Background: an optimization exercise with open tools, aiming at small area. Do not read the settings as production practice. The RTL was checked by simulation tests, not by an equivalence proof against the original design. No activity file was given, so power comes from the tool's default toggle rates.

`flow/design.v`:
```
module cb_inv    (input a, output y);                      assign y = ~a;                                  endmodule
module cb_and2   (input a, input b, output y);             assign y = a & b;                               endmodule
module cb_or2    (input a, input b, output y);             assign y = a | b;                               endmodule
module cb_nand2  (input a, input b, output y);             assign y = ~(a & b);                            endmodule
module cb_nor2   (input a, input b, output y);             assign y = ~(a | b);                            endmodule
module cb_xnor2  (input a, input b, output y);             assign y = ~(a ^ b);                            endmodule
module cb_nor2b  (input a, input bn, output y);            assign y = ~(a | ~bn);                          endmodule
module cb_nand2b (input an, input b, output y);            assign y = ~(~an & b);                          endmodule
module cb_nand3  (input a, input b, input c, output y);    assign y = ~(a & b & c);                        endmodule
module cb_nor3   (input a, input b, input c, output y);    assign y = ~(a | b | c);                        endmodule
module cb_nor3b  (input a, input b, input cn, output y);   assign y = ~(a | b | ~cn);                      endmodule
module cb_and3b  (input an, input b, input c, output y);   assign y = ~an & b & c;                         endmodule
module cb_and4b  (input an, input b, input c, input d, output y); assign y = ~an & b & c & d;              endmodule
module cb_nand4  (input a, input b, input c, input d, output y);  assign y = ~(a & b & c & d);             endmodule
module cb_nor4   (input a, input b, input c, input d, output y);  assign y = ~(a | b | c | d);             endmodule
module cb_a21oi  (input a0, input a1, input b, output y);  assign y = ~((a0 & a1) | b);                    endmodule
module cb_a21o   (input a0, input a1, input b, output y);  assign y = (a0 & a1) | b;                       endmodule
module cb_a211o  (input a0, input a1, input b, input c, output y); assign y = (a0 & a1) | b | c;           endmodule
module cb_a21boi (input a0, input a1, input bn, output y); assign y = ~((a0 & a1) | ~bn);                  endmodule
module cb_aoi22  (input a0, input b0, input a1, input b1, output y); assign y = ~((a0 & b0) | (a1 & b1));  endmodule
module cb_aoi222 (input a0, input b0, input a1, input b1, input a2, input b2, output y);
	assign y = ~((a0 & b0) | (a1 & b1) | (a2 & b2));
endmodule
module cb_mux2i  (input a0, input a1, input s, output y);  assign y = ~(s ? a1 : a0);                      endmodule
module cb_slice (
	input  [3:0] s,
	input  [3:0] d,
	input  [3:0] nen,
	output [3:0] o,
	output       m_n
);
	wire y1;
	cb_aoi222 u_a (.a0(s[0]), .b0(d[0]), .a1(s[1]), .b1(d[1]), .a2(s[2]), .b2(d[2]), .y(y1));
	cb_a21boi u_b (.a0(s[3]), .a1(d[3]), .bn(y1), .y(m_n));
	cb_nor2   u_o0 (.a(m_n), .b(nen[0]), .y(o[0]));
	cb_nor2   u_o1 (.a(m_n), .b(nen[1]), .y(o[1]));
	cb_nor2   u_o2 (.a(m_n), .b(nen[2]), .y(o[2]));
	cb_nor2   u_o3 (.a(m_n), .b(nen[3]), .y(o[3]));
endmodule
module crossbar (
	input clk,
	input reset,
	input master_0_req,				 
	output master_0_ack,
	input master_0_cmd,				 
	output master_0_resp,
	input [31:0] master_0_addr,
	input [31:0] master_0_wdata,
	output [31:0] master_0_rdata,
	input master_1_req,				 
	output master_1_ack,
	input master_1_cmd,				 
	output master_1_resp,
	input [31:0] master_1_addr,
	input [31:0] master_1_wdata,
	output [31:0] master_1_rdata,
	input master_2_req,
	output master_2_ack,
	input master_2_cmd,
	output master_2_resp,
	input [31:0] master_2_addr,
	input [31:0] master_2_wdata,
	output [31:0] master_2_rdata,
	input master_3_req,
	output master_3_ack,
	input master_3_cmd,
	output master_3_resp,
	input [31:0] master_3_addr,
	input [31:0] master_3_wdata,
	output [31:0] master_3_rdata,
	output slave_0_req,
	input slave_0_ack,
	output slave_0_cmd,
	input slave_0_resp,
	input [31:0] slave_0_rdata,
	output [31:0] slave_0_wdata,
	output [31:0] slave_0_addr,
	output slave_1_req,
	input slave_1_ack,
	output slave_1_cmd,
	input slave_1_resp,
	input [31:0] slave_1_rdata,
	output [31:0] slave_1_wdata,
	output [31:0] slave_1_addr,
	output slave_2_req,
	input slave_2_ack,
	output slave_2_cmd,
	input slave_2_resp,
	input [31:0] slave_2_rdata,
	output [31:0] slave_2_wdata,
	output [31:0] slave_2_addr,
	output slave_3_req,
	input slave_3_ack,
	output slave_3_cmd,
	input slave_3_resp,
	input [31:0] slave_3_rdata,
	output [31:0] slave_3_wdata,
	output [31:0] slave_3_addr
	);
	wire [3:0] r  = {master_3_req, master_2_req, master_1_req, master_0_req};
	wire [3:0] c  = {master_3_cmd, master_2_cmd, master_1_cmd, master_0_cmd};
	wire [3:0] k  = {slave_3_ack, slave_2_ack, slave_1_ack, slave_0_ack};
	wire [3:0] s  = {slave_3_resp, slave_2_resp, slave_1_resp, slave_0_resp};
	reg  [3:0] g;
	reg        m1, mx, la, le;
	reg  [1:0] ri;
	reg        rv;
	wire [3:0] g_d;
	wire       m1_d, mx_d, la_d, le_d, rv_d;
	wire [1:0] ri_d;
	always @(posedge clk) begin
		g  <= g_d;
		m1 <= m1_d;
		mx <= mx_d;
		la <= la_d;
		le <= le_d;
		ri <= ri_d;
		rv <= rv_d;
	end
	wire cu, cw, ncr, nar, beg;
	cb_aoi22 u_cu  (.a0(g[0]), .b0(r[0]), .a1(g[1]), .b1(r[1]), .y(cu));
	cb_aoi22 u_cw  (.a0(g[2]), .b0(r[2]), .a1(g[3]), .b1(r[3]), .y(cw));
	cb_and2  u_ncr (.a(cu), .b(cw), .y(ncr));
	cb_nor4  u_nar (.a(r[0]), .b(r[1]), .c(r[2]), .d(r[3]), .y(nar));
	cb_nor2b u_beg (.a(nar), .bn(ncr), .y(beg));
	wire lx;
	cb_nor3b  u_la (.a(la), .b(le), .cn(beg), .y(la_d));
	cb_xnor2  u_lx (.a(la), .b(le), .y(lx));
	cb_nor2b  u_le (.a(lx), .bn(beg), .y(le_d));
	wire nm1, nmx;
	wire [3:0] nX, nY, nZ;    
	cb_inv   u_nm1 (.a(m1), .y(nm1));
	cb_inv   u_nmx (.a(mx), .y(nmx));
	cb_nand2b u_x0 (.an(mx), .b(m1), .y(nX[0]));
	cb_or2    u_x1 (.a(m1), .b(mx), .y(nX[1]));
	cb_nand2b u_x2 (.an(m1), .b(mx), .y(nX[2]));
	cb_nand2  u_x3 (.a(m1), .b(mx), .y(nX[3]));
	assign nY = {nmx, m1, mx, nm1};
	cb_nor2   u_z0 (.a(m1), .b(mx), .y(nZ[0]));
	cb_nor2b  u_z1 (.a(m1), .bn(mx), .y(nZ[1]));
	cb_and2   u_z2 (.a(m1), .b(mx), .y(nZ[2]));
	cb_nor2b  u_z3 (.a(mx), .bn(m1), .y(nZ[3]));
	wire [3:0] h, t;
	genvar i;
	generate
		for (i = 0; i < 4; i = i + 1) begin : gn
			cb_aoi222 u_h (.a0(r[(i+3)%4]), .b0(nX[i]), .a1(r[(i+2)%4]), .b1(nY[i]),
			               .a2(r[(i+1)%4]), .b2(nZ[i]), .y(h[i]));
			cb_a21oi  u_t (.a0(h[i]), .a1(ncr), .b(g[i]), .y(t[i]));
			cb_nor3b  u_g (.a(t[i]), .b(reset), .cn(r[i]), .y(g_d[i]));
		end
	endgenerate
	wire e1, ex, q1, qx;
	cb_or2   u_e1 (.a(g[2]), .b(g[3]), .y(e1));      
	cb_or2   u_ex (.a(g[1]), .b(g[2]), .y(ex));      
	cb_mux2i u_q1 (.a0(m1), .a1(e1), .s(la), .y(q1));
	cb_mux2i u_qx (.a0(mx), .a1(ex), .s(la), .y(qx));
	cb_nor2  u_m1 (.a(q1), .b(reset), .y(m1_d));
	cb_nor2  u_mx (.a(qx), .b(reset), .y(mx_d));
	wire [64:0] m0 = {master_0_cmd, master_0_addr, master_0_wdata};
	wire [64:0] m1v = {master_1_cmd, master_1_addr, master_1_wdata};
	wire [64:0] m2v = {master_2_cmd, master_2_addr, master_2_wdata};
	wire [64:0] m3v = {master_3_cmd, master_3_addr, master_3_wdata};
	wire [64:0] s0, s1, s2, s3, mxn;
	wire [3:0] nk;
	generate
		for (i = 0; i < 4; i = i + 1) begin : nkg
			cb_inv u (.a(k[i]), .y(nk[i]));
		end
	endgenerate
	genvar b;
	generate
		for (b = 0; b < 65; b = b + 1) begin : wsl
			cb_slice u (.s(g), .d({m3v[b], m2v[b], m1v[b], m0[b]}), .nen(nk),
			            .o({s3[b], s2[b], s1[b], s0[b]}), .m_n(mxn[b]));
		end
	endgenerate
	assign {slave_0_cmd, slave_0_addr, slave_0_wdata} = s0;
	assign {slave_1_cmd, slave_1_addr, slave_1_wdata} = s1;
	assign {slave_2_cmd, slave_2_addr, slave_2_wdata} = s2;
	assign {slave_3_cmd, slave_3_addr, slave_3_wdata} = s3;
	wire nag;
	cb_nor4  u_nag (.a(g[0]), .b(g[1]), .c(g[2]), .d(g[3]), .y(nag));
	cb_and3b u_sr0 (.an(nag), .b(mxn[63]), .c(mxn[62]), .y(slave_0_req));
	cb_nor2b u_sr1 (.a(mxn[62]), .bn(mxn[63]), .y(slave_1_req));
	cb_nor2b u_sr2 (.a(mxn[63]), .bn(mxn[62]), .y(slave_2_req));
	cb_nor2  u_sr3 (.a(mxn[63]), .b(mxn[62]), .y(slave_3_req));
	wire aack;
	cb_nand4 u_aack (.a(nk[0]), .b(nk[1]), .c(nk[2]), .d(nk[3]), .y(aack));
	cb_and2  u_ma0 (.a(g[0]), .b(aack), .y(master_0_ack));
	cb_and2  u_ma1 (.a(g[1]), .b(aack), .y(master_1_ack));
	cb_and2  u_ma2 (.a(g[2]), .b(aack), .y(master_2_ack));
	cb_and2  u_ma3 (.a(g[3]), .b(aack), .y(master_3_ack));
	wire nrs, ogv;
	cb_nor4   u_nrs (.a(s[0]), .b(s[1]), .c(s[2]), .d(s[3]), .y(nrs));   
	cb_a21o   u_ri1 (.a0(nag), .a1(ri[1]), .b(e1), .y(ri_d[1]));
	cb_a211o  u_ri0 (.a0(nag), .a1(ri[0]), .b(g[1]), .c(g[3]), .y(ri_d[0]));
	cb_nand2b u_ogv (.an(rv), .b(nag), .y(ogv));                           
	cb_and4b  u_rv  (.an(reset), .b(nrs), .c(mxn[64]), .d(ogv), .y(rv_d));
	wire w, ni1, ni0;
	wire [3:0] nresp;
	cb_nor2b u_w   (.a(nrs), .bn(rv), .y(w));
	cb_inv   u_ni1 (.a(ri[1]), .y(ni1));
	cb_inv   u_ni0 (.a(ri[0]), .y(ni0));
	cb_nand3 u_nr0 (.a(w), .b(ni1),   .c(ni0),   .y(nresp[0]));
	cb_nand3 u_nr1 (.a(w), .b(ni1),   .c(ri[0]), .y(nresp[1]));
	cb_nand3 u_nr2 (.a(w), .b(ri[1]), .c(ni0),   .y(nresp[2]));
	cb_nand3 u_nr3 (.a(w), .b(ri[1]), .c(ri[0]), .y(nresp[3]));
	cb_inv   u_mr0 (.a(nresp[0]), .y(master_0_resp));
	cb_inv   u_mr1 (.a(nresp[1]), .y(master_1_resp));
	cb_inv   u_mr2 (.a(nresp[2]), .y(master_2_resp));
	cb_inv   u_mr3 (.a(nresp[3]), .y(master_3_resp));
	wire [3:0] psel;
	assign psel[0] = s[0];
	cb_nor2b u_p1 (.a(s[0]), .bn(s[1]), .y(psel[1]));
	cb_nor3b u_p2 (.a(s[0]), .b(s[1]), .cn(s[2]), .y(psel[2]));
	cb_nor3  u_p3 (.a(s[0]), .b(s[1]), .c(s[2]), .y(psel[3]));
	wire [31:0] r0, r1, r2, r3;
	generate
		for (b = 0; b < 32; b = b + 1) begin : rsl
			cb_slice u (.s(psel), .d({slave_3_rdata[b], slave_2_rdata[b], slave_1_rdata[b], slave_0_rdata[b]}),
			            .nen(nresp), .o({r3[b], r2[b], r1[b], r0[b]}), .m_n());
		end
	endgenerate
	assign master_0_rdata = r0;
	assign master_1_rdata = r1;
	assign master_2_rdata = r2;
	assign master_3_rdata = r3;
endmodule
```
`flow/flow/run.sh`:
```
#!/bin/bash
# Standard ORFS synthesis, then every combinational cell swapped to its lowest
# drive strength (the repair steps size up what needs it), then the standard
# ORFS layout with the smallest plain buffer on every port, and the pins of each
# data bit (the four masters' and four slaves' copies) placed side by side.
set -euo pipefail
RES=orfs/results/$FLOW_PLATFORM/crossbar/base
bash standard.sh synth > synth.log 2>&1
SYNTH_ODB=$RES/1_synth.odb openroad -no_init -exit flow/shrink.tcl > shrink.log 2>&1
bash standard.sh "BUFFER_PORTS_ARGS=-buffer_cell sky130_fd_sc_hd__buf_1" "PLACE_PINS_ARGS=$(cat flow/pin_groups.txt)" "CTS_ARGS=-sink_clustering_enable -repair_clock_nets -buf_list sky130_fd_sc_hd__clkbuf_4 -dont_use_dummy_load" finish > standard.log 2>&1
```
`flow/flow/pin_groups.txt`:
```
-group_pins {master_0_addr[0] master_1_addr[0] master_2_addr[0] master_3_addr[0] slave_0_addr[0] slave_1_addr[0] slave_2_addr[0] slave_3_addr[0]} -group_pins {master_0_addr[1] master_1_addr[1] master_2_addr[1] master_3_addr[1] slave_0_addr[1] slave_1_addr[1] slave_2_addr[1] slave_3_addr[1]} -group_pins {master_0_addr[2] master_1_addr[2] master_2_addr[2] master_3_addr[2] slave_0_addr[2] slave_1_addr[2] slave_2_addr[2] slave_3_addr[2]} -group_pins {master_0_addr[3] master_1_addr[3] master_2_addr[3] master_3_addr[3] slave_0_addr[3] slave_1_addr[3] slave_2_addr[3] slave_3_addr[3]} -group_pins {master_0_addr[4] master_1_addr[4] master_2_addr[4] master_3_addr[4] slave_0_addr[4] slave_1_addr[4] slave_2_addr[4] slave_3_addr[4]} -group_pins {master_0_addr[5] master_1_addr[5] master_2_addr[5] master_3_addr[5] slave_0_addr[5] slave_1_addr[5] slave_2_addr[5] slave_3_addr[5]} -group_pins {master_0_addr[6] master_1_addr[6] master_2_addr[6] master_3_addr[6] slave_0_addr[6] slave_1_addr[6] slave_2_addr[6] slave_3_addr[6]} -group_pins {master_0_addr[7] master_1_addr[7] master_2_addr[7] master_3_addr[7] slave_0_addr[7] slave_1_addr[7] slave_2_addr[7] slave_3_addr[7]} -group_pins {master_0_addr[8] master_1_addr[8] master_2_addr[8] master_3_addr[8] slave_0_addr[8] slave_1_addr[8] slave_2_addr[8] slave_3_addr[8]} -group_pins {master_0_addr[9] master_1_addr[9] master_2_addr[9] master_3_addr[9] slave_0_addr[9] slave_1_addr[9] slave_2_addr[9] slave_3_addr[9]} -group_pins {master_0_addr[10] master_1_addr[10] master_2_addr[10] master_3_addr[10] slave_0_addr[10] slave_1_addr[10] slave_2_addr[10] slave_3_addr[10]} -group_pins {master_0_addr[11] master_1_addr[11] master_2_addr[11] master_3_addr[11] slave_0_addr[11] slave_1_addr[11] slave_2_addr[11] slave_3_addr[11]} -group_pins {master_0_addr[12] master_1_addr[12] master_2_addr[12] master_3_addr[12] slave_0_addr[12] slave_1_addr[12] slave_2_addr[12] slave_3_addr[12]} -group_pins {master_0_addr[13] master_1_addr[13] master_2_addr[13] master_3_addr[13] slave_0_addr[13] slave_1_addr[13] slave_2_addr[13] slave_3_addr[13]} -group_pins {master_0_addr[14] master_1_addr[14] master_2_addr[14] master_3_addr[14] slave_0_addr[14] slave_1_addr[14] slave_2_addr[14] slave_3_addr[14]} -group_pins {master_0_addr[15] master_1_addr[15] master_2_addr[15] master_3_addr[15] slave_0_addr[15] slave_1_addr[15] slave_2_addr[15] slave_3_addr[15]} -group_pins {master_0_addr[16] master_1_addr[16] master_2_addr[16] master_3_addr[16] slave_0_addr[16] slave_1_addr[16] slave_2_addr[16] slave_3_addr[16]} -group_pins {master_0_addr[17] master_1_addr[17] master_2_addr[17] master_3_addr[17] slave_0_addr[17] slave_1_addr[17] slave_2_addr[17] slave_3_addr[17]} -group_pins {master_0_addr[18] master_1_addr[18] master_2_addr[18] master_3_addr[18] slave_0_addr[18] slave_1_addr[18] slave_2_addr[18] slave_3_addr[18]} -group_pins {master_0_addr[19] master_1_addr[19] master_2_addr[19] master_3_addr[19] slave_0_addr[19] slave_1_addr[19] slave_2_addr[19] slave_3_addr[19]} -group_pins {master_0_addr[20] master_1_addr[20] master_2_addr[20] master_3_addr[20] slave_0_addr[20] slave_1_addr[20] slave_2_addr[20] slave_3_addr[20]} -group_pins {master_0_addr[21] master_1_addr[21] master_2_addr[21] master_3_addr[21] slave_0_addr[21] slave_1_addr[21] slave_2_addr[21] slave_3_addr[21]} -group_pins {master_0_addr[22] master_1_addr[22] master_2_addr[22] master_3_addr[22] slave_0_addr[22] slave_1_addr[22] slave_2_addr[22] slave_3_addr[22]} -group_pins {master_0_addr[23] master_1_addr[23] master_2_addr[23] master_3_addr[23] slave_0_addr[23] slave_1_addr[23] slave_2_addr[23] slave_3_addr[23]} -group_pins {master_0_addr[24] master_1_addr[24] master_2_addr[24] master_3_addr[24] slave_0_addr[24] slave_1_addr[24] slave_2_addr[24] slave_3_addr[24]} -group_pins {master_0_addr[25] master_1_addr[25] master_2_addr[25] master_3_addr[25] slave_0_addr[25] slave_1_addr[25] slave_2_addr[25] slave_3_addr[25]} -group_pins {master_0_addr[26] master_1_addr[26] master_2_addr[26] master_3_addr[26] slave_0_addr[26] slave_1_addr[26] slave_2_addr[26] slave_3_addr[26]} -group_pins {master_0_addr[27] master_1_addr[27] master_2_addr[27] master_3_addr[27] slave_0_addr[27] slave_1_addr[27] slave_2_addr[27] slave_3_addr[27]} -group_pins {master_0_addr[28] master_1_addr[28] master_2_addr[28] master_3_addr[28] slave_0_addr[28] slave_1_addr[28] slave_2_addr[28] slave_3_addr[28]} -group_pins {master_0_addr[29] master_1_addr[29] master_2_addr[29] master_3_addr[29] slave_0_addr[29] slave_1_addr[29] slave_2_addr[29] slave_3_addr[29]} -group_pins {master_0_addr[30] master_1_addr[30] master_2_addr[30] master_3_addr[30] slave_0_addr[30] slave_1_addr[30] slave_2_addr[30] slave_3_addr[30]} -group_pins {master_0_addr[31] master_1_addr[31] master_2_addr[31] master_3_addr[31] slave_0_addr[31] slave_1_addr[31] slave_2_addr[31] slave_3_addr[31]} -group_pins {master_0_wdata[0] master_1_wdata[0] master_2_wdata[0] master_3_wdata[0] slave_0_wdata[0] slave_1_wdata[0] slave_2_wdata[0] slave_3_wdata[0]} -group_pins {master_0_wdata[1] master_1_wdata[1] master_2_wdata[1] master_3_wdata[1] slave_0_wdata[1] slave_1_wdata[1] slave_2_wdata[1] slave_3_wdata[1]} -group_pins {master_0_wdata[2] master_1_wdata[2] master_2_wdata[2] master_3_wdata[2] slave_0_wdata[2] slave_1_wdata[2] slave_2_wdata[2] slave_3_wdata[2]} -group_pins {master_0_wdata[3] master_1_wdata[3] master_2_wdata[3] master_3_wdata[3] slave_0_wdata[3] slave_1_wdata[3] slave_2_wdata[3] slave_3_wdata[3]} -group_pins {master_0_wdata[4] master_1_wdata[4] master_2_wdata[4] master_3_wdata[4] slave_0_wdata[4] slave_1_wdata[4] slave_2_wdata[4] slave_3_wdata[4]} -group_pins {master_0_wdata[5] master_1_wdata[5] master_2_wdata[5] master_3_wdata[5] slave_0_wdata[5] slave_1_wdata[5] slave_2_wdata[5] slave_3_wdata[5]} -group_pins {master_0_wdata[6] master_1_wdata[6] master_2_wdata[6] master_3_wdata[6] slave_0_wdata[6] slave_1_wdata[6] slave_2_wdata[6] slave_3_wdata[6]} -group_pins {master_0_wdata[7] master_1_wdata[7] master_2_wdata[7] master_3_wdata[7] slave_0_wdata[7] slave_1_wdata[7] slave_2_wdata[7] slave_3_wdata[7]} -group_pins {master_0_wdata[8] master_1_wdata[8] master_2_wdata[8] master_3_wdata[8] slave_0_wdata[8] slave_1_wdata[8] slave_2_wdata[8] slave_3_wdata[8]} -group_pins {master_0_wdata[9] master_1_wdata[9] master_2_wdata[9] master_3_wdata[9] slave_0_wdata[9] slave_1_wdata[9] slave_2_wdata[9] slave_3_wdata[9]} -group_pins {master_0_wdata[10] master_1_wdata[10] master_2_wdata[10] master_3_wdata[10] slave_0_wdata[10] slave_1_wdata[10] slave_2_wdata[10] slave_3_wdata[10]} -group_pins {master_0_wdata[11] master_1_wdata[11] master_2_wdata[11] master_3_wdata[11] slave_0_wdata[11] slave_1_wdata[11] slave_2_wdata[11] slave_3_wdata[11]} -group_pins {master_0_wdata[12] master_1_wdata[12] master_2_wdata[12] master_3_wdata[12] slave_0_wdata[12] slave_1_wdata[12] slave_2_wdata[12] slave_3_wdata[12]} -group_pins {master_0_wdata[13] master_1_wdata[13] master_2_wdata[13] master_3_wdata[13] slave_0_wdata[13] slave_1_wdata[13] slave_2_wdata[13] slave_3_wdata[13]} -group_pins {master_0_wdata[14] master_1_wdata[14] master_2_wdata[14] master_3_wdata[14] slave_0_wdata[14] slave_1_wdata[14] slave_2_wdata[14] slave_3_wdata[14]} -group_pins {master_0_wdata[15] master_1_wdata[15] master_2_wdata[15] master_3_wdata[15] slave_0_wdata[15] slave_1_wdata[15] slave_2_wdata[15] slave_3_wdata[15]} -group_pins {master_0_wdata[16] master_1_wdata[16] master_2_wdata[16] master_3_wdata[16] slave_0_wdata[16] slave_1_wdata[16] slave_2_wdata[16] slave_3_wdata[16]} -group_pins {master_0_wdata[17] master_1_wdata[17] master_2_wdata[17] master_3_wdata[17] slave_0_wdata[17] slave_1_wdata[17] slave_2_wdata[17] slave_3_wdata[17]} -group_pins {master_0_wdata[18] master_1_wdata[18] master_2_wdata[18] master_3_wdata[18] slave_0_wdata[18] slave_1_wdata[18] slave_2_wdata[18] slave_3_wdata[18]} -group_pins {master_0_wdata[19] master_1_wdata[19] master_2_wdata[19] master_3_wdata[19] slave_0_wdata[19] slave_1_wdata[19] slave_2_wdata[19] slave_3_wdata[19]} -group_pins {master_0_wdata[20] master_1_wdata[20] master_2_wdata[20] master_3_wdata[20] slave_0_wdata[20] slave_1_wdata[20] slave_2_wdata[20] slave_3_wdata[20]} -group_pins {master_0_wdata[21] master_1_wdata[21] master_2_wdata[21] master_3_wdata[21] slave_0_wdata[21] slave_1_wdata[21] slave_2_wdata[21] slave_3_wdata[21]} -group_pins {master_0_wdata[22] master_1_wdata[22] master_2_wdata[22] master_3_wdata[22] slave_0_wdata[22] slave_1_wdata[22] slave_2_wdata[22] slave_3_wdata[22]} -group_pins {master_0_wdata[23] master_1_wdata[23] master_2_wdata[23] master_3_wdata[23] slave_0_wdata[23] slave_1_wdata[23] slave_2_wdata[23] slave_3_wdata[23]} -group_pins {master_0_wdata[24] master_1_wdata[24] master_2_wdata[24] master_3_wdata[24] slave_0_wdata[24] slave_1_wdata[24] slave_2_wdata[24] slave_3_wdata[24]} -group_pins {master_0_wdata[25] master_1_wdata[25] master_2_wdata[25] master_3_wdata[25] slave_0_wdata[25] slave_1_wdata[25] slave_2_wdata[25] slave_3_wdata[25]} -group_pins {master_0_wdata[26] master_1_wdata[26] master_2_wdata[26] master_3_wdata[26] slave_0_wdata[26] slave_1_wdata[26] slave_2_wdata[26] slave_3_wdata[26]} -group_pins {master_0_wdata[27] master_1_wdata[27] master_2_wdata[27] master_3_wdata[27] slave_0_wdata[27] slave_1_wdata[27] slave_2_wdata[27] slave_3_wdata[27]} -group_pins {master_0_wdata[28] master_1_wdata[28] master_2_wdata[28] master_3_wdata[28] slave_0_wdata[28] slave_1_wdata[28] slave_2_wdata[28] slave_3_wdata[28]} -group_pins {master_0_wdata[29] master_1_wdata[29] master_2_wdata[29] master_3_wdata[29] slave_0_wdata[29] slave_1_wdata[29] slave_2_wdata[29] slave_3_wdata[29]} -group_pins {master_0_wdata[30] master_1_wdata[30] master_2_wdata[30] master_3_wdata[30] slave_0_wdata[30] slave_1_wdata[30] slave_2_wdata[30] slave_3_wdata[30]} -group_pins {master_0_wdata[31] master_1_wdata[31] master_2_wdata[31] master_3_wdata[31] slave_0_wdata[31] slave_1_wdata[31] slave_2_wdata[31] slave_3_wdata[31]} -group_pins {master_0_cmd master_1_cmd master_2_cmd master_3_cmd slave_0_cmd slave_1_cmd slave_2_cmd slave_3_cmd} -group_pins {slave_0_rdata[0] slave_1_rdata[0] slave_2_rdata[0] slave_3_rdata[0] master_0_rdata[0] master_1_rdata[0] master_2_rdata[0] master_3_rdata[0]} -group_pins {slave_0_rdata[1] slave_1_rdata[1] slave_2_rdata[1] slave_3_rdata[1] master_0_rdata[1] master_1_rdata[1] master_2_rdata[1] master_3_rdata[1]} -group_pins {slave_0_rdata[2] slave_1_rdata[2] slave_2_rdata[2] slave_3_rdata[2] master_0_rdata[2] master_1_rdata[2] master_2_rdata[2] master_3_rdata[2]} -group_pins {slave_0_rdata[3] slave_1_rdata[3] slave_2_rdata[3] slave_3_rdata[3] master_0_rdata[3] master_1_rdata[3] master_2_rdata[3] master_3_rdata[3]} -group_pins {slave_0_rdata[4] slave_1_rdata[4] slave_2_rdata[4] slave_3_rdata[4] master_0_rdata[4] master_1_rdata[4] master_2_rdata[4] master_3_rdata[4]} -group_pins {slave_0_rdata[5] slave_1_rdata[5] slave_2_rdata[5] slave_3_rdata[5] master_0_rdata[5] master_1_rdata[5] master_2_rdata[5] master_3_rdata[5]} -group_pins {slave_0_rdata[6] slave_1_rdata[6] slave_2_rdata[6] slave_3_rdata[6] master_0_rdata[6] master_1_rdata[6] master_2_rdata[6] master_3_rdata[6]} -group_pins {slave_0_rdata[7] slave_1_rdata[7] slave_2_rdata[7] slave_3_rdata[7] master_0_rdata[7] master_1_rdata[7] master_2_rdata[7] master_3_rdata[7]} -group_pins {slave_0_rdata[8] slave_1_rdata[8] slave_2_rdata[8] slave_3_rdata[8] master_0_rdata[8] master_1_rdata[8] master_2_rdata[8] master_3_rdata[8]} -group_pins {slave_0_rdata[9] slave_1_rdata[9] slave_2_rdata[9] slave_3_rdata[9] master_0_rdata[9] master_1_rdata[9] master_2_rdata[9] master_3_rdata[9]} -group_pins {slave_0_rdata[10] slave_1_rdata[10] slave_2_rdata[10] slave_3_rdata[10] master_0_rdata[10] master_1_rdata[10] master_2_rdata[10] master_3_rdata[10]} -group_pins {slave_0_rdata[11] slave_1_rdata[11] slave_2_rdata[11] slave_3_rdata[11] master_0_rdata[11] master_1_rdata[11] master_2_rdata[11] master_3_rdata[11]} -group_pins {slave_0_rdata[12] slave_1_rdata[12] slave_2_rdata[12] slave_3_rdata[12] master_0_rdata[12] master_1_rdata[12] master_2_rdata[12] master_3_rdata[12]} -group_pins {slave_0_rdata[13] slave_1_rdata[13] slave_2_rdata[13] slave_3_rdata[13] master_0_rdata[13] master_1_rdata[13] master_2_rdata[13] master_3_rdata[13]} -group_pins {slave_0_rdata[14] slave_1_rdata[14] slave_2_rdata[14] slave_3_rdata[14] master_0_rdata[14] master_1_rdata[14] master_2_rdata[14] master_3_rdata[14]} -group_pins {slave_0_rdata[15] slave_1_rdata[15] slave_2_rdata[15] slave_3_rdata[15] master_0_rdata[15] master_1_rdata[15] master_2_rdata[15] master_3_rdata[15]} -group_pins {slave_0_rdata[16] slave_1_rdata[16] slave_2_rdata[16] slave_3_rdata[16] master_0_rdata[16] master_1_rdata[16] master_2_rdata[16] master_3_rdata[16]} -group_pins {slave_0_rdata[17] slave_1_rdata[17] slave_2_rdata[17] slave_3_rdata[17] master_0_rdata[17] master_1_rdata[17] master_2_rdata[17] master_3_rdata[17]} -group_pins {slave_0_rdata[18] slave_1_rdata[18] slave_2_rdata[18] slave_3_rdata[18] master_0_rdata[18] master_1_rdata[18] master_2_rdata[18] master_3_rdata[18]} -group_pins {slave_0_rdata[19] slave_1_rdata[19] slave_2_rdata[19] slave_3_rdata[19] master_0_rdata[19] master_1_rdata[19] master_2_rdata[19] master_3_rdata[19]} -group_pins {slave_0_rdata[20] slave_1_rdata[20] slave_2_rdata[20] slave_3_rdata[20] master_0_rdata[20] master_1_rdata[20] master_2_rdata[20] master_3_rdata[20]} -group_pins {slave_0_rdata[21] slave_1_rdata[21] slave_2_rdata[21] slave_3_rdata[21] master_0_rdata[21] master_1_rdata[21] master_2_rdata[21] master_3_rdata[21]} -group_pins {slave_0_rdata[22] slave_1_rdata[22] slave_2_rdata[22] slave_3_rdata[22] master_0_rdata[22] master_1_rdata[22] master_2_rdata[22] master_3_rdata[22]} -group_pins {slave_0_rdata[23] slave_1_rdata[23] slave_2_rdata[23] slave_3_rdata[23] master_0_rdata[23] master_1_rdata[23] master_2_rdata[23] master_3_rdata[23]} -group_pins {slave_0_rdata[24] slave_1_rdata[24] slave_2_rdata[24] slave_3_rdata[24] master_0_rdata[24] master_1_rdata[24] master_2_rdata[24] master_3_rdata[24]} -group_pins {slave_0_rdata[25] slave_1_rdata[25] slave_2_rdata[25] slave_3_rdata[25] master_0_rdata[25] master_1_rdata[25] master_2_rdata[25] master_3_rdata[25]} -group_pins {slave_0_rdata[26] slave_1_rdata[26] slave_2_rdata[26] slave_3_rdata[26] master_0_rdata[26] master_1_rdata[26] master_2_rdata[26] master_3_rdata[26]} -group_pins {slave_0_rdata[27] slave_1_rdata[27] slave_2_rdata[27] slave_3_rdata[27] master_0_rdata[27] master_1_rdata[27] master_2_rdata[27] master_3_rdata[27]} -group_pins {slave_0_rdata[28] slave_1_rdata[28] slave_2_rdata[28] slave_3_rdata[28] master_0_rdata[28] master_1_rdata[28] master_2_rdata[28] master_3_rdata[28]} -group_pins {slave_0_rdata[29] slave_1_rdata[29] slave_2_rdata[29] slave_3_rdata[29] master_0_rdata[29] master_1_rdata[29] master_2_rdata[29] master_3_rdata[29]} -group_pins {slave_0_rdata[30] slave_1_rdata[30] slave_2_rdata[30] slave_3_rdata[30] master_0_rdata[30] master_1_rdata[30] master_2_rdata[30] master_3_rdata[30]} -group_pins {slave_0_rdata[31] slave_1_rdata[31] slave_2_rdata[31] slave_3_rdata[31] master_0_rdata[31] master_1_rdata[31] master_2_rdata[31] master_3_rdata[31]}
```
`flow/flow/shrink.tcl`:
```
# Swap every combinational cell of the synthesized netlist to the lowest drive
# strength of the same cell; the later repair steps size up what needs it.
# Flip-flops keep the cell type synthesis gave them.
read_db $::env(SYNTH_ODB)
set db [ord::get_db]
set block [ord::get_db_block]
set n 0
foreach inst [$block getInsts] {
  set m [[$inst getMaster] getName]
  if {![regexp {^(sky130_fd_sc_hd__[a-z0-9]+)_([0-9]+)$} $m -> base drive]} { continue }
  if {[regexp {__(df|ed|sd|dl|conb|tap|fill|decap|diode)} $base]} { continue }
  foreach d {1 0} {
    if {$d eq $drive} { break }
    set nm [$db findMaster ${base}_$d]
    if {$nm ne "NULL"} {
      $inst swapMaster $nm
      incr n
      break
    }
  }
}
puts "shrink: swapped $n cells"
write_db $::env(SYNTH_ODB)
```
`flow/standard.sh`:
```
#!/bin/bash
# synth_recipe.tcl (not shown) runs the flow's synth.tcl, then flattens the netlist and writes it again
# the make line also repeats each setting of config.mk as NAME=value (left out here)
make -C /OpenROAD-flow-scripts/flow DESIGN_CONFIG=/design/flow/config.mk WORK_HOME=/design/flow/orfs CLKGATE_MAP_FILE= SYNTH_SCRIPT=/design/flow/synth_recipe.tcl "${@:-finish}"
```
`flow/config.mk`:
```
export PLATFORM = sky130hd
export DESIGN_NAME = crossbar
export DESIGN_NICKNAME = crossbar
export VERILOG_FILES = /design/flow/design.v
export SDC_FILE = /design/flow/constraint.sdc
export NUM_CORES = 4
export LEC_CHECK = 0
export CAP_MARGIN = 20
export CORE_AREA = 5 5 275 275
export CTS_BUF_LIST = sky130_fd_sc_hd__clkbuf_4
export DIE_AREA = 0 0 280 280
export SLEW_MARGIN = 20
export SYNTH_HIERARCHICAL = 1
```
`flow/constraint.sdc`:
```
create_clock -name core_clock -period 6.0 [get_ports {clk}]
set_input_delay 1.2000 -clock core_clock [delete_from_list [all_inputs] [get_ports {clk}]]
set_output_delay 1.2000 -clock core_clock [all_outputs]
set_load 0.01 [all_outputs]
```
==> results of run 1 <==
power by group through the flow:
stage	clock, uW	combinational, uW	sequential [uW]
after floorplan	0	384	129
after global placement	0	655	154
after detailed placement	0	666	156
after CTS	49.2	670	154
after global routing	52.0	744	160
final	45.8	669	155
registers in the layout (all words and copies together) (netlist names):
signal	cells
m1	1
rv	1
g	4
la	1
ri	2
mx	1
le	1
layer usage:
layer  wire length [um]  global-route usage  part of all wire  up-vias
li1                   -                   -                 -     4172
met1              10720             0.06997              0.36     3823
met2              15210              0.1217              0.52      611
met3               2974            0.008987              0.10       34
met4                462             0.01337             0.016        4
met5                 34                   0            0.0012        -
area by class of cell:
class                   count  area [um^2]
diodes                      1        2.502
well taps                 959         1200
inverters                  12        45.04
multi-input cells         639         3551
repair buffers            822         3166
clock buffers               3        22.52
fillers                  8568        64370
flip-flops and latches     11        232.7
stage by stage:
step,instances,power (uW),utilization
after floorplan,662,513.8,-
after global placement,2443,809.0,0.1129
after detailed placement,2443,821.6,0.1129
after CTS,2446,873.4,0.1132
after global routing,2446,955.9,0.1132
final,2447,868.9,0.1132
worst max-delay path, stage by stage:
cell and delay, ns:
sky130_fd_sc_hd__clkbuf_2 0.08, sky130_fd_sc_hd__buf_4 0.26, sky130_fd_sc_hd__nor3b_2 0.79, sky130_fd_sc_hd__buf_4 0.41
sky130_fd_sc_hd__a222oi_1 0.13, sky130_fd_sc_hd__a21boi_1 0.21, sky130_fd_sc_hd__nor2_1 0.13, sky130_fd_sc_hd__buf_1 0.16
worst min path at each step:
stage / startpoint / end / slack [ns] / cells after the start
floorplan: le$_DFF_P_ / la$_DFF_P_ / 0.42 / 1
global placement: le$_DFF_P_ / la$_DFF_P_ / 0.43 / 1
detailed placement: le$_DFF_P_ / la$_DFF_P_ / 0.43 / 1
CTS: le$_DFF_P_ / la$_DFF_P_ / 0.46 / 1
global route: le$_DFF_P_ / la$_DFF_P_ / 0.48 / 1
finish: le$_DFF_P_ / la$_DFF_P_ / 0.46 / 1
==> metrics list, run 1 <==
* PwrDens: 105.7 nW/um^2
- Clock-pin slew was measured on the worst setup and hold paths at 0.07 ns.
- Share of total power in the clock network: 0.053
- Total nets after synthesis: 1064
* Slew HR: 0.2767
* Floorplan die height: 280 um
- Clock latency at the later pin of the worst-skew pair: 0.27 ns
- Average vias per placed instance: 3.532
- In this run the worst hold path is classified as reg2reg.
- Hold slack final: 0.4563 ns
* Post-DRT Antenna Nets: 0
- Share of post-route cells with drive strength above 1: 0.02421
* Number of antenna violations at the first check in global routing: 2
- Clock tree sinks: 11
* Drt wl/cell: 12.01 um
* Setup-violating endpoint count in the final report: 0
- DRT iter0 DRCs: 873
* Clk root buf: sky130_fd_sc_hd__clkbuf_4
- Crit Path Class: in2out
- The die is 280 um wide.
- After detailed routing, the number of remaining DRC violations is 0.
- The worst setup path is launched from an input pin.
- After synthesis, the mean cell area works out to 5.738 um^2.
- Instance area at placement: 8194 um^2
- IR drop worst, VDD: 0.09161 mV
- For this run, the top clock speed supported by timing is 216.9 MHz.
- The number of global-route vias before repair came to 7674.
* Relative contribution of combinational cells to total power: 0.769
- Initial cell density of the core: 0.05233
* Cell Area, Synth: 3799 um^2
- Cell row count: 99
- Hold-fix buffers at CTS: 0
- Switching Share: 0.5564
- Post-cts repair resize count: 0
- The die covers 78400 um^2.
- Worst Path Arrival: 3.41 ns
- The final max-slew violation count is 0.
- Summed over all nets, the half-perimeter wirelength after detailed placement is 23.61 mm.
- Setup repair after global routing left no endpoint under its margin.
- Worst setup path startpoint: slave_0_resp
* Setup TNS: 0 ns
- Most common library cell in the layout ignoring fill and taps: sky130_fd_sc_hd__buf_1
- Data required time at the worst endpoint: 4.80 ns
* Kind of end point of the critical path: output pin
- The first global-routing pass estimated 40.88 mm of wire.
- Entering global routing, the biggest net connects 72 pins.
- The internal portion of the total power is 385.5 uW.
* Number of levels the H-tree was split into: 1
* Cell area after layout: 8219 um^2
- Worst reg2reg path depth: 4
* Gp weighted congestion: 0.7766
- IO Pins: 802
* Overall Global Routing Usage: 0.06186
* Number of CTS-inserted buffers: 3
- Before antenna repair, the detailed router went through 6 iterations.
- Worst-case register-to-register setup slack: 4.12 ns
- From synthesis to final layout, the design area changed by 116.4%.
- The startpoint identified for the worst register-to-register timing path is g[2]$_DFF_P_.
- At the pin with the least slew margin, the transition time is 1.085 ns.
* Gate count after technology mapping: 662
- Net switching component of the power: 483.5 uW
- OpenSTA, run right after detailed placement, puts the worst setup slack at 1.448 ns.
- Along the worst path, the maximum fanout reaches 36.
* Period minus WS final: 4.610 ns
- Worst reg2reg endpoint: la$_DFF_P_
* Yosys Warn Count: 7
- In the layout the commonest cells are sky130_fd_sc_hd__buf_1, sky130_fd_sc_hd__nor2_1, sky130_fd_sc_hd__a222oi_1, sky130_fd_sc_hd__a21boi_1, sky130_fd_sc_hd__buf_4.
* Clock Tree Buf Depth: 2
- Wire length after detailed routing: 29.40 mm
- Of the available clock period, the critical path in the final layout requires 0.7683.
* Total of buffers placed on input and output ports: 801
- Global-route congestion overflow total: 0
- TritonCTS built the clock tree.
- On the final layout, the worst clock skew is 0.009698 ns.
- Portion of total power attributed to sequential cells: 0.178
- Max-cap violations in this run came to 0.
* Final hold vios: 0
- Buffers added to address setup during post-CTS repair amount to 0.
- Total leakage power: 0.002568 uW
- Summing over every cut layer, the via total after detailed routing is 8644.
* Crit path setup slack, layout: 1.390 ns
- The floorplan step defined a core boundary enclosing 72590 um^2.
- The net count of the finished layout is 1891.
- The most critical setup path has its endpoint at master_3_rdata[5].
- The flow ran to the end and the layout has no timing, DRC or antenna violations.
==> run 2: changes to the inputs <==
--- a/flow/config.mk
+++ b/flow/config.mk
@@ -8,5 +8,6 @@
 export CAP_MARGIN = 20
-export CORE_AREA = 5 5 275 275
+export CORE_AREA = 5 5 295 295
 export CTS_BUF_LIST = sky130_fd_sc_hd__clkbuf_4
-export DIE_AREA = 0 0 280 280
+export DIE_AREA = 0 0 300 300
+export GPL_ROUTABILITY_DRIVEN = 0
 export SLEW_MARGIN = 20
==> run 2 against run 1 <==
  * Still clean on timing, DRC and antenna
  * Sequential cell count stayed put
  * First-iteration DRC count is 40% higher
  * Global-route usage is 0.27 points lower
  * Wire length is 8.0% higher
  * Clock power is about 20% higher
  * Core utilization is 1.3 points lower
  * Synthesized area stayed put
  * Fmax is 5.4% higher
  * Setup slack better by 0.24 ns
  * Total power is 2.9% higher
  * Count of clock-buffer cells in the layout stayed put
  * Largest power group unchanged
==> metrics list, run 2 <==
- Cell Area, Synth: 3799 um^2 (unchanged)
- Gate count after technology mapping: 662 (unchanged)
- The number of vias after detailed routing was 8516 (-1.5%).
- Number of levels the H-tree was split into: 1 (unchanged)
- IO Pins: 802 (unchanged)
- IR drop worst, VDD: 0.05673 mV (-38%)
- Floorplan die width: 300 um (+7.1%)
- Crit path launch type: input pin
- The number of global-route vias before repair was 7614 (-0.78%).
- Portion of total power attributed to sequential cells: 0.171 (-0.007)
- Die ar.: 90000 um^2 (+15%)
- Worst Path Arrival: 3.17 ns (-0.24 ns)
* Total of buffers placed on input and output ports: 801 (unchanged)
- Slew HR: 0.3180 (+0.04131)
- Global-route congestion overflow total: 0 (unchanged)
* Total leakage power: 0.002545 uW (-0.91%)
- Share of total power in the clock network: 0.061 (+0.008)
- Period minus WS final: 4.375 ns (-0.2351 ns)
* Commonest non-fill, non-tap cells in the layout: sky130_fd_sc_hd__buf_1, sky130_fd_sc_hd__nor2_1, sky130_fd_sc_hd__a222oi_1, sky130_fd_sc_hd__a21boi_1, sky130_fd_sc_hd__buf_4
* Remaining routing DRC violations: 0 (unchanged)
- Relative contribution of combinational cells to total power: 0.768 (about the same)
- Share of post-route cells with drive strength above 1: 0.02429 (+0.00008168)
- The initial core utilization is 0.04546 (-0.006869).
- The violation count after the first detailed-route iteration was 1225 (+40%).
* Final layout net count: 1886 (-0.26%)
- Post-CTS clock slew at the launch and capture registers of the worst setup and hold paths: 0.08 ns (about the same)
- In the final layout, the registers with the most flip-flops are g (4), ri (2).
- Clock tree sinks: 11 (unchanged)
- Class of the most critical hold timing path: reg2reg
- Overall Global Routing Usage: 0.05921 (-0.002652)
- Core area: 83560 um^2 (+15%)
* Internal power contribution: 385.2 uW (about the same)
* Unrepaired setup endpoints after global routing: false
* Placement-stage worst setup slack: 1.635 ns (+0.1865 ns)
* Total nets after synthesis: 1064 (unchanged)
* Net switching component of the power: 509.0 uW (+5.3%)
- The maximum cell stage delay along the critical path came to 0.40 ns (-0.39 ns).
- The ratio of routed vias to standard cells came to 3.321 (-6.0%).
* Area of combinational cells with multiple inputs: 3577 um^2 (+0.74%)
* Yosys Warn Count: 7 (unchanged)
- Final worst-path cycle share: 0.7291 (-0.03918)
- The final setup violation count was 0 (unchanged).
* Pin count of the biggest net entering global routing: 72 (unchanged)
* Number of CTS-inserted buffers: 3 (unchanged)
* Run status: no timing/DRC/antenna violations
* Floorplan die height: 300 um (+7.1%)
- The slowest stage of the critical path is the sky130_fd_sc_hd__buf_4 cell.
- Maximum fanout encountered on the critical timing path: 33 (-8.3%)
- The total wirelength of the detailed-routed design was 31.76 mm (+8.0%).
- The actual slew at the worst max-slew pin came to 1.023 ns (-0.06196 ns).
* Max reg flops: 4 (unchanged)
* First-pass GRT wire length: 42.87 mm (+4.9%)
* Max frequency: 228.6 MHz (+5.4%)
* Area taken by flip-flops and latches: 235.2 um^2 (+1.1%)
- The number of rows created at floorplan is 106 (+7.1%).
* PwrDens: 106.9 nW/um^2 (+1.1%)
- The cts-stage hold buffer count is 0 (unchanged).
- Max-capacitance violation count: 0 (unchanged)
- The sum of negative setup slack was 0 ns (unchanged).
- Data required time at the worst endpoint: 4.80 ns (about the same)
- Crit Path Class: in2out
- Post-cts repair resize count: 0 (unchanged)
* Clock tree from TritonCTS: yes
- The number of post-CTS setup repair buffers was 0 (unchanged).
* Number of pins with negative max-slew slack in the final report: 0 (unchanged)
* Drt wl/cell: 12.39 um (+3.1%)
* Instance area at placement: 8337 um^2 (+1.7%)
- Crit path setup slack, layout: 1.625 ns (+0.2351 ns)
- Layout filler cell count: 9844 (+15%)
- The number of antenna-violating nets in the routed design came to 0 (unchanged).
* DP HPWL: 25.58 mm (+8.3%)
- Most common library cell in the layout ignoring fill and taps: sky130_fd_sc_hd__buf_1
- Number of antenna violations at the first check in global routing: 2 (unchanged)
- Switching Share: 0.5692 (+0.01283)
* Largest register by flop count: g
* First-pass detailed-route iteration total: 6 (unchanged)
- Cell area after layout: 8364 um^2 (+1.8%)
- Clock Tree Buf Depth: 2 (unchanged)
- The count of endpoints failing hold in the final timing report is 0 (unchanged).
- STA classifies the critical path endpoint as an output pin.
- Compared with the post-synthesis result, the final layout area differs by 120.2%.
- Cell with the most instances on the worst path: sky130_fd_sc_hd__buf_4
- Clk_skew: 0.01060 ns (+0.0008980 ns)
* Cell-by-cell trace of the critical path: clkbuf_2 -> buf_4 -> nor3b_2 -> buf_4 -> a222oi_1 -> a21boi_1 -> nor2_1 -> buf_1
- The clock latency on the worst-skew pair came to 0.29 ns (+0.02 ns).
- Clk root buf: sky130_fd_sc_hd__clkbuf_4
- The average footprint of a synthesized cell was 5.738 um^2 (unchanged).
## run 2: cell count changes in the layout (fill, tap and decap cells not counted)
| cell | before | now |
|---|---|---|
| sky130_fd_sc_hd__dfxtp_4 | 3 | 4 |
| sky130_fd_sc_hd__nand3_1 | 4 | 0 |
| sky130_fd_sc_hd__diode_2 | 1 | 2 |
| sky130_fd_sc_hd__nand3_2 | 0 | 4 |
| sky130_fd_sc_hd__nor4_1 | 3 | 2 |
| sky130_fd_sc_hd__buf_4 | 21 | 16 |
| sky130_fd_sc_hd__dfxtp_2 | 1 | 0 |
| sky130_fd_sc_hd__nor4_2 | 0 | 1 |
## run 2: final timing paths
path	start	to	slack (ns)	depth (start not counted)
setup / recovery	slave_0_resp	master_1_rdata[12]	1.63	8
setup reg to reg	g[2]$_DFF_P_	rv$_DFF_P_	3.90	4
hold / removal	le$_DFF_P_	la$_DFF_P_	0.46	1
hold reg to reg	le$_DFF_P_	la$_DFF_P_	0.46	1
## run 2: final cells by class
type                            count  area share
Tap cell                         1080      0.1616
Clock buffer                        3    0.002693
Multi-Input combinational cell    639      0.4277
Inverter                           12    0.005385
Antenna cell                        2   0.0005984
Sequential cell                    11     0.02812
Timing Repair Buffer              817      0.3740
## run 2: power by group through the flow
stage | logic (uW) | registers (uW) | clock network, uW
floorplan | 384 | 129 | 0
global placement | 673 | 155 | 0
detailed placement | 689 | 158 | 0
CTS | 693 | 156 | 61.3
global route | 763 | 160 | 62.8
finish | 687 | 153 | 54.8
## run 2: routing by layer
metal / global-route usage / share of wire
met5: 0 / 0
met3: 0.008882 / 0.093
met2: 0.1211 / 0.53
met1: 0.06279 / 0.36
met4: 0.01372 / 0.016
## run 2: per-stage QoR
stage / util / std cells / power [uW] / hold WS (ns)
2_1_floorplan: - / 662 / 513.8 / 0.4199
3_3_place_gp: 0.09978 / 2559 / 828.1 / 0.4308
3_5_place_dp: 0.09978 / 2559 / 846.8 / 0.4418
4_1_cts: 0.1000 / 2562 / 910.2 / 0.4557
5_1_grt: 0.1001 / 2563 / 985.3 / 0.4933
6_report: 0.1001 / 2564 / 894.3 / 0.4590
## run 2: critical path, delay by kind of cell
family / cells / cell delay (ns)
and+or+nand+nor: 2 / 0.21
buffers and inverters: 4 / 0.96
AOI/OAI and AO/OA: 2 / 0.74
==> run 3: changes to the inputs <==
--- a/flow/config.mk
+++ b/flow/config.mk
@@ -11,3 +11,2 @@
 export DIE_AREA = 0 0 300 300
-export GPL_ROUTABILITY_DRIVEN = 0
 export SLEW_MARGIN = 20
==> run 3 against run 2 <==
  * Still clean
  * Fmax is the same
  * Hold slack is the same
  * Wire length is the same
  * Count of clock-buffer cells in the layout is the same
  * Sequential cell count is the same
  * Critical path depth is the same
  * Non-clock buffer count is the same
  * Clock skew is the same
  * Total power is the same
  * Clock power is essentially flat
  * Synthesized cell count is the same
  * Setup slack is the same
  * Critical path type unchanged
  * Critical endpoint unchanged
==> metrics list, run 3 <==
- The run finished with no timing, DRC or antenna violations.
- First-pass detailed-route iteration total: 6 (unchanged)
- Period minus WS final: 4.375 ns (unchanged)
- Largest register by flop count: g
- The worst path required time was 4.80 ns (about the same).
- Setup repair after global routing left no endpoint under its margin.
- Post-cts repair resize count: 0 (unchanged)
* Cell count after placement: 2559 (unchanged)
* Worst path top cell family by delay: buffers and inverters
* PwrDens: 106.9 nW/um^2 (unchanged)
* Final hold vios: 0 (unchanged)
- DP HPWL: 25.58 mm (unchanged)
- The critical path is of the in2out type.
* Crit path launch type: input pin
* Core area: 83560 um^2 (unchanged)
* Clock latency at the later pin of the worst-skew pair: 0.29 ns (about the same)
* Yosys Warn Count: 7 (unchanged)
- The buffering stage count on the worst path with inverters included is 4 (unchanged).
- Max-capacitance violation count: 0 (unchanged)
* Hold-fix buffers at CTS: 0 (unchanged)
* Max reg flops: 4 (unchanged)
* Number of pins with negative max-slew slack in the final report: 0 (unchanged)
- Clk_skew: 0.01060 ns (unchanged)
* Gp weighted congestion: 0.6988
- Hold path startpoint: le$_DFF_P_
* Least-Margin Pin Slew: 1.023 ns (unchanged)
* DR vias: 8516 (unchanged)
- The global-route wire length before repair was 42.87 mm (unchanged).
- Number of CTS-inserted buffers: 3 (unchanged)
- The violation count after the first detailed-route iteration came to 1225 (unchanged).
- Total of buffers placed on input and output ports: 801 (unchanged)
- The H-tree depth is 1 (unchanged).
* Setup bufs post-CTS: 0 (unchanged)
- The maximum ir drop on the vdd rail is 0.05673 mV (unchanged).
* Clock tree sinks: 11 (unchanged)
* Final worst-path cycle share: 0.7291 (unchanged)
- The clock slew seen by the registers of the worst setup and hold paths came to 0.08 ns (about the same).
- Worst Path Arrival: 3.17 ns (about the same)
- Commonest non-fill, non-tap cells in the layout: sky130_fd_sc_hd__buf_1, sky130_fd_sc_hd__nor2_1, sky130_fd_sc_hd__a222oi_1, sky130_fd_sc_hd__a21boi_1, sky130_fd_sc_hd__buf_4
- Critical register-to-register path startpoint: g[2]$_DFF_P_
- Wire length after detailed routing: 31.76 mm (unchanged)
- The initial core utilization was 0.04546 (unchanged).
- The sum of negative setup slack came to 0 ns (unchanged).
- The die span in y was 300 um (unchanged).
- The final non-filler cell total came to 2564 (unchanged).
* Number of antenna violations at the first check in global routing: 2 (unchanged)
- The pin count of the biggest net entering global routing came to 72 (unchanged).
- Max frequency: 228.6 MHz (unchanged)
- Overall Global Routing Usage: 0.05921 (unchanged)
* Synth-to-Final Area Change: 120.2% (unchanged)
- The slowest stage of the critical path is the sky130_fd_sc_hd__buf_4 cell.
* Remaining routing DRC violations: 0 (unchanged)
- Setup-violating endpoint count in the final report: 0 (unchanged)
- Floorplan die width: 300 um (unchanged)
- Post-DRT Antenna Nets: 0 (unchanged)
- Clock Tree Buf Depth: 2 (unchanged)
* Cell row count: 106 (unchanged)
- Clock tree from TritonCTS: yes
- Layout filler cell count: 9844 (unchanged)
- The net count after synthesis was 1064 (unchanged).
- Kind of end point of the critical path: output pin
- Gate count after technology mapping: 662 (unchanged)
- The wire length per cell after detailed routing was 12.39 um (unchanged).
- Share of post-route cells with drive strength above 1: 0.02429 (unchanged)
* Cell with the most instances on the worst path: sky130_fd_sc_hd__buf_4
* Slew HR: 0.3180 (unchanged)
- Most common library cell in the layout ignoring fill and taps: sky130_fd_sc_hd__buf_1
- The average footprint of a synthesized cell came to 5.738 um^2 (unchanged).
* Worst setup path startpoint: slave_0_resp
- The maximum fanout count along the critical path came to 33 (unchanged).
- Die ar.: 90000 um^2 (unchanged)
* Final layout net count: 1886 (unchanged)
* Cell Area, Synth: 3799 um^2 (unchanged)
* Class of the most critical hold timing path: reg2reg
- The critical path goes through clkbuf_2 -> buf_4 -> nor3b_2 -> buf_4 -> a222oi_1 -> a21boi_1 -> nor2_1 -> buf_1.
- The maximum cell stage delay along the critical path came to 0.40 ns (about the same).
- Number of global-route vias before repair: 7614 (unchanged)
- The largest registers in the layout are g (4), ri (2).
* Average vias per placed instance: 3.321 (unchanged)
- Total leakage power: 0.002545 uW (unchanged)
- Clk root buf: sky130_fd_sc_hd__clkbuf_4
* Global-route congestion overflow total: 0 (unchanged)
- The number of top-level pins came to 802 (unchanged).
==> run 3: cell counts in the layout (fill, tap and decap cells not counted) <==
Identical to the previous run, type by type.
==> run 3: metal layers <==
layer | part of all wire | vias up | GRT usage | wire length [um]
li1 | - | 4165 | - | -
met1 | 0.36 | 3748 | 0.06279 | 11420
met2 | 0.53 | 582 | 0.1211 | 16860
met3 | 0.093 | 21 | 0.008882 | 2955
met4 | 0.016 | 0 | 0.01372 | 522
met5 | 0 | - | 0 | 0
==> run 3: where the power goes <==
group          internal, uW  total, uW  switching (uW)
clock                  23.3       54.8            31.5
combinational           273        687             413
sequential             88.5        153            64.3
total                   385        894             509
==> run 3: worst paths after layout <==
path,endpoint,slack [ns],cells past startpoint
setup / recovery,master_1_rdata[12],1.63,8
setup reg to reg,rv$_DFF_P_,3.90,4
hold / removal,la$_DFF_P_,0.46,1
hold reg to reg,la$_DFF_P_,0.46,1
==> run 3: worst reg2reg max path: cells and delay by family, from the launching register on <==
family,cells,cell delay (ns)
simple gates,3,1.11
flops,1,0.56
buf+inv,1,0.34
==> run 3: layout make-up <==
type	count	area (um^2)	share of cell area
flip-flops and latches	11	235.2	0.02812
multi-input cells	639	3577	0.4277
well taps	1080	1351	0.1616
inverters	12	45.04	0.005385
clock buffers	3	22.52	0.002693
repair buffers	817	3128	0.3740
diodes	2	5.005	0.0005984
==> run 3: through the flow <==
step / total power, uW / instance area (um^2) / hold slack, ns / util / worst slack, ns
after floorplan: 513.8 / 3799 / 0.4199 / - / 1.062
after global placement: 828.1 / 8337 / 0.4308 / 0.09978 / 1.692
after detailed placement: 846.8 / 8337 / 0.4418 / 0.09978 / 1.635
after CTS: 910.2 / 8359 / 0.4557 / 0.1000 / 1.637
after global routing: 985.3 / 8362 / 0.4933 / 0.1001 / 1.467
final: 894.3 / 8364 / 0.4590 / 0.1001 / 1.625
==> run 4: changes to the inputs <==
--- a/flow/flow/run.sh
+++ b/flow/flow/run.sh
@@ -9,2 +9,2 @@
 SYNTH_ODB=$RES/1_synth.odb openroad -no_init -exit flow/shrink.tcl > shrink.log 2>&1
-bash standard.sh "BUFFER_PORTS_ARGS=-buffer_cell sky130_fd_sc_hd__buf_1" "PLACE_PINS_ARGS=$(cat flow/pin_groups.txt)" "CTS_ARGS=-sink_clustering_enable -repair_clock_nets -buf_list sky130_fd_sc_hd__clkbuf_4 -dont_use_dummy_load" finish > standard.log 2>&1
+bash standard.sh "BUFFER_PORTS_ARGS=-buffer_cell sky130_fd_sc_hd__buf_1" "PLACE_PINS_ARGS=$(cat flow/pin_groups.txt)" GPL_KEEP_OVERFLOW=0.3 "CTS_ARGS=-sink_clustering_enable -repair_clock_nets -buf_list sky130_fd_sc_hd__clkbuf_4 -dont_use_dummy_load" finish > standard.log 2>&1
==> run 4 against run 3 <==
  * Still clean on timing, DRC and antenna
  * Setup slack improved by 0.25 ns
  * Critical path depth unchanged
  * Fmax rose by 6.0%
  * Non-clock buffer count rose by 1
  * Critical endpoint is now master_1_rdata[27]
==> metrics list, run 4 <==
- IO Pins: 802 (unchanged)
- First-pass GRT wire length: 42.26 mm (-1.4%)
* IR drop worst, VDD: 0.04142 mV (-27%)
* Setup-violating endpoint count in the final report: 0 (unchanged)
* Run status: no timing/DRC/antenna violations
* Yosys Warn Count: 7 (unchanged)
* Average vias per placed instance: 3.354 (+1.0%)
- Setup bufs post-CTS: 0 (unchanged)
- The number of filler cells placed in the layout was 9866 (+0.22%).
- Number of pins with negative max-slew slack in the final report: 0 (unchanged)
* Most common library cell in the layout ignoring fill and taps: sky130_fd_sc_hd__buf_1
- The actual slew at the worst max-slew pin was 1.038 ns (+0.01528 ns).
* Cell area after layout: 8384 um^2 (+0.24%)
- Post-DRT Antenna Nets: 0 (unchanged)
- The maximum fanout count along the critical path is 33 (unchanged).
* PwrDens: 104.9 nW/um^2 (-1.9%)
- First-pass detailed-route iteration total: 8 (+2)
- Die ar.: 90000 um^2 (unchanged)
- By startpoint and endpoint, the worst setup path is classified as in2out.
- Average footprint of a synthesized cell: 5.738 um^2 (unchanged)
- DRT iter0 DRCs: 1056 (-14%)
- Clk root buf: sky130_fd_sc_hd__clkbuf_4
- The number of nets in the layout came to 1887 (+0.053%).
* Max reg flops: 4 (unchanged)
* Period minus WS final: 4.125 ns (-0.2494 ns)
- Setup repair after global routing left no endpoint under its margin.
* Instance area at placement: 8352 um^2 (+0.18%)
* Hold-fix buffers at CTS: 0 (unchanged)
* Leading registers by flop count: g (4), ri (2)
- The initial core utilization was 0.04546 (unchanged).
* Worst Path Arrival: 2.93 ns (-0.24 ns)
* Commonest non-fill, non-tap cells in the layout: sky130_fd_sc_hd__buf_1, sky130_fd_sc_hd__nor2_1, sky130_fd_sc_hd__a222oi_1, sky130_fd_sc_hd__a21boi_1, sky130_fd_sc_hd__buf_4
- The placeable core region is 83560 um^2 (unchanged).
- Post-CTS clock slew at the launch and capture registers of the worst setup and hold paths: 0.07 ns (about the same)
- The combined area of all synthesized cells came to 3799 um^2 (unchanged).
- The clock latency on the worst-skew pair is 0.26 ns (-0.03 ns).
- The total wirelength of the detailed-routed design came to 31.02 mm (-2.3%).
- The global-route congestion overflow total was 0 (unchanged).
* Gp weighted congestion: 0.6964 (-0.34%)
* Kind of end point of the critical path: output pin
* Floorplan die width: 300 um (unchanged)
- Remaining routing DRC violations: 0 (unchanged)
- Cell row count: 106 (unchanged)
* Drt wl/cell: 12.08 um (-2.4%)
- The final core area utilization came to 0.1003 (+0.0002390).
- Max-capacitance violation count: 0 (unchanged)
- The worst path required time came to 4.80 ns (about the same).
* Synth-to-Final Area Change: 120.7%
* Pin count of the biggest net entering global routing: 72 (unchanged)
- Gate count after technology mapping: 662 (unchanged)
- The highest clock rate came to 242.4 MHz (+6.0%).
- The number of vias after detailed routing was 8611 (+1.1%).
- The portion of the clock cycle consumed by the worst path in the final layout was 0.6875 (-0.04157).
* Slew HR: 0.3078 (-0.01019)
* Clk_skew: 0.01511 ns (+0.004517 ns)
- Clock tree from TritonCTS: yes
- Final hold vios: 0 (unchanged)
- The layout cell share with drive strength beyond 1 came to 0.02630 (+0.002007).
* Clock Tree Buf Depth: 2 (unchanged)
- The number of clock sinks came to 11 (unchanged).
* Largest register by flop count: g
- The half-perimeter wire length after placement came to 25.05 mm (-2.1%).
- Overall Global Routing Usage: 0.05678 (-0.002427)
- The count of buffers inserted at the top-level ports is 801 (unchanged).
- The worst hold path belongs to the class reg2reg.
- The clock buffer count from CTS is 3 (unchanged).
- Setup TNS: 0 ns (unchanged)
* Number of levels the H-tree was split into: 1 (unchanged)
* Number of antenna violations at the first check in global routing: 3 (+1)
* Worst-case register-to-register setup slack: 3.83 ns (-0.07 ns)
* Total nets after synthesis: 1064 (unchanged)
- The count of cells resized by post-cts repair came to 0 (unchanged).
* Crit path launch type: input pin
* Floorplan die height: 300 um (unchanged)
* Number of global-route vias before repair: 7734 (+1.6%)
- Hold slack final: 0.4486 ns (-0.01043 ns)
* Total leakage power: 0.002551 uW (+0.27%)
run 4: cell count changes in the layout (fill, tap and decap cells not counted), sizes merged:
cell   change
diode      +2
buf        +1
run 4: final timing paths:
path | from | cells past startpoint | end
max | slave_0_resp | 8 | master_1_rdata[27]
min | le$_DFF_P_ | 1 | la$_DFF_P_
max reg2reg | g[2]$_DFF_P_ | 3 | rv$_DFF_P_
min reg2reg | le$_DFF_P_ | 1 | la$_DFF_P_
run 4: critical path, stage by stage:
cell,delay [ns]
sky130_fd_sc_hd__clkbuf_2,0.19
sky130_fd_sc_hd__nor4_2,0.36
sky130_fd_sc_hd__buf_4,0.23
sky130_fd_sc_hd__nor2b_1,0.12
sky130_fd_sc_hd__nand3_2,0.09
sky130_fd_sc_hd__buf_4,0.42
sky130_fd_sc_hd__nor2_1,0.12
sky130_fd_sc_hd__buf_1,0.15
run 4: final cells by class:
class | count | area, um^2 | area share
multi-input combinational | 639 | 3585 | 0.4275
timing repair buffer | 818 | 3136 | 0.3740
sequential | 11 | 235.2 | 0.02806
antenna | 4 | 10.01 | 0.001194
clock buffer | 3 | 22.52 | 0.002686
tap | 1080 | 1351 | 0.1612
inverter | 12 | 45.04 | 0.005372
run 4: where the power goes:
group          total, uW  switching (uW)  internal [uW]
registers            141            52.2           88.7
clock network       44.3            21.3           23.0
logic                694             420            274
total                879             493            386
run 4: routing by layer:
metal	wire length, um	global-route usage	part of all wire
met1	11460	0.06182	0.37
met2	16580	0.1179	0.53
met3	2578	0.005560	0.083
met4	402	0.009955	0.013
met5	0	0	0
run 4: metrics by stage:
step / total power (uW) / setup slack (ns) / std cells
after floorplan: 513.8 / 1.062 / 662
after global placement: 821.6 / 0.1981 / 2559
after detailed placement: 840.0 / 1.756 / 2560
after CTS: 890.3 / 1.748 / 2563
after global routing: 969.2 / 1.696 / 2564
final: 879.1 / 1.875 / 2567

## port drivers added, routing unchanged
The flow's constraints put no driver on any port. The routed layouts listed below were extracted and timed again, unchanged, in two steps.
Step 1 assumes that a clkbuf_16 drives the clock port and a buf_2 every other input.
Step 2, shift: input delay + t, output delay - t, t = (earliest + latest rising clock arrival at the registers) / 2. This alone moves slack from input paths to output paths.
a / b / c = ideal / step 1 / step 2; a / b = the first two.
run	t, ns	setup WS [ns]	pins driven straight from the clock port
run 1	0.288	1.390 / 1.363 / 1.363	1
run 2	0.317	1.625 / 1.596 / 1.596	1
run 3	0.317	1.625 / 1.596 / 1.596	1
run 4	0.274	1.875 / 1.854 / 1.854	1
After both steps setup and hold are still met in every run listed.
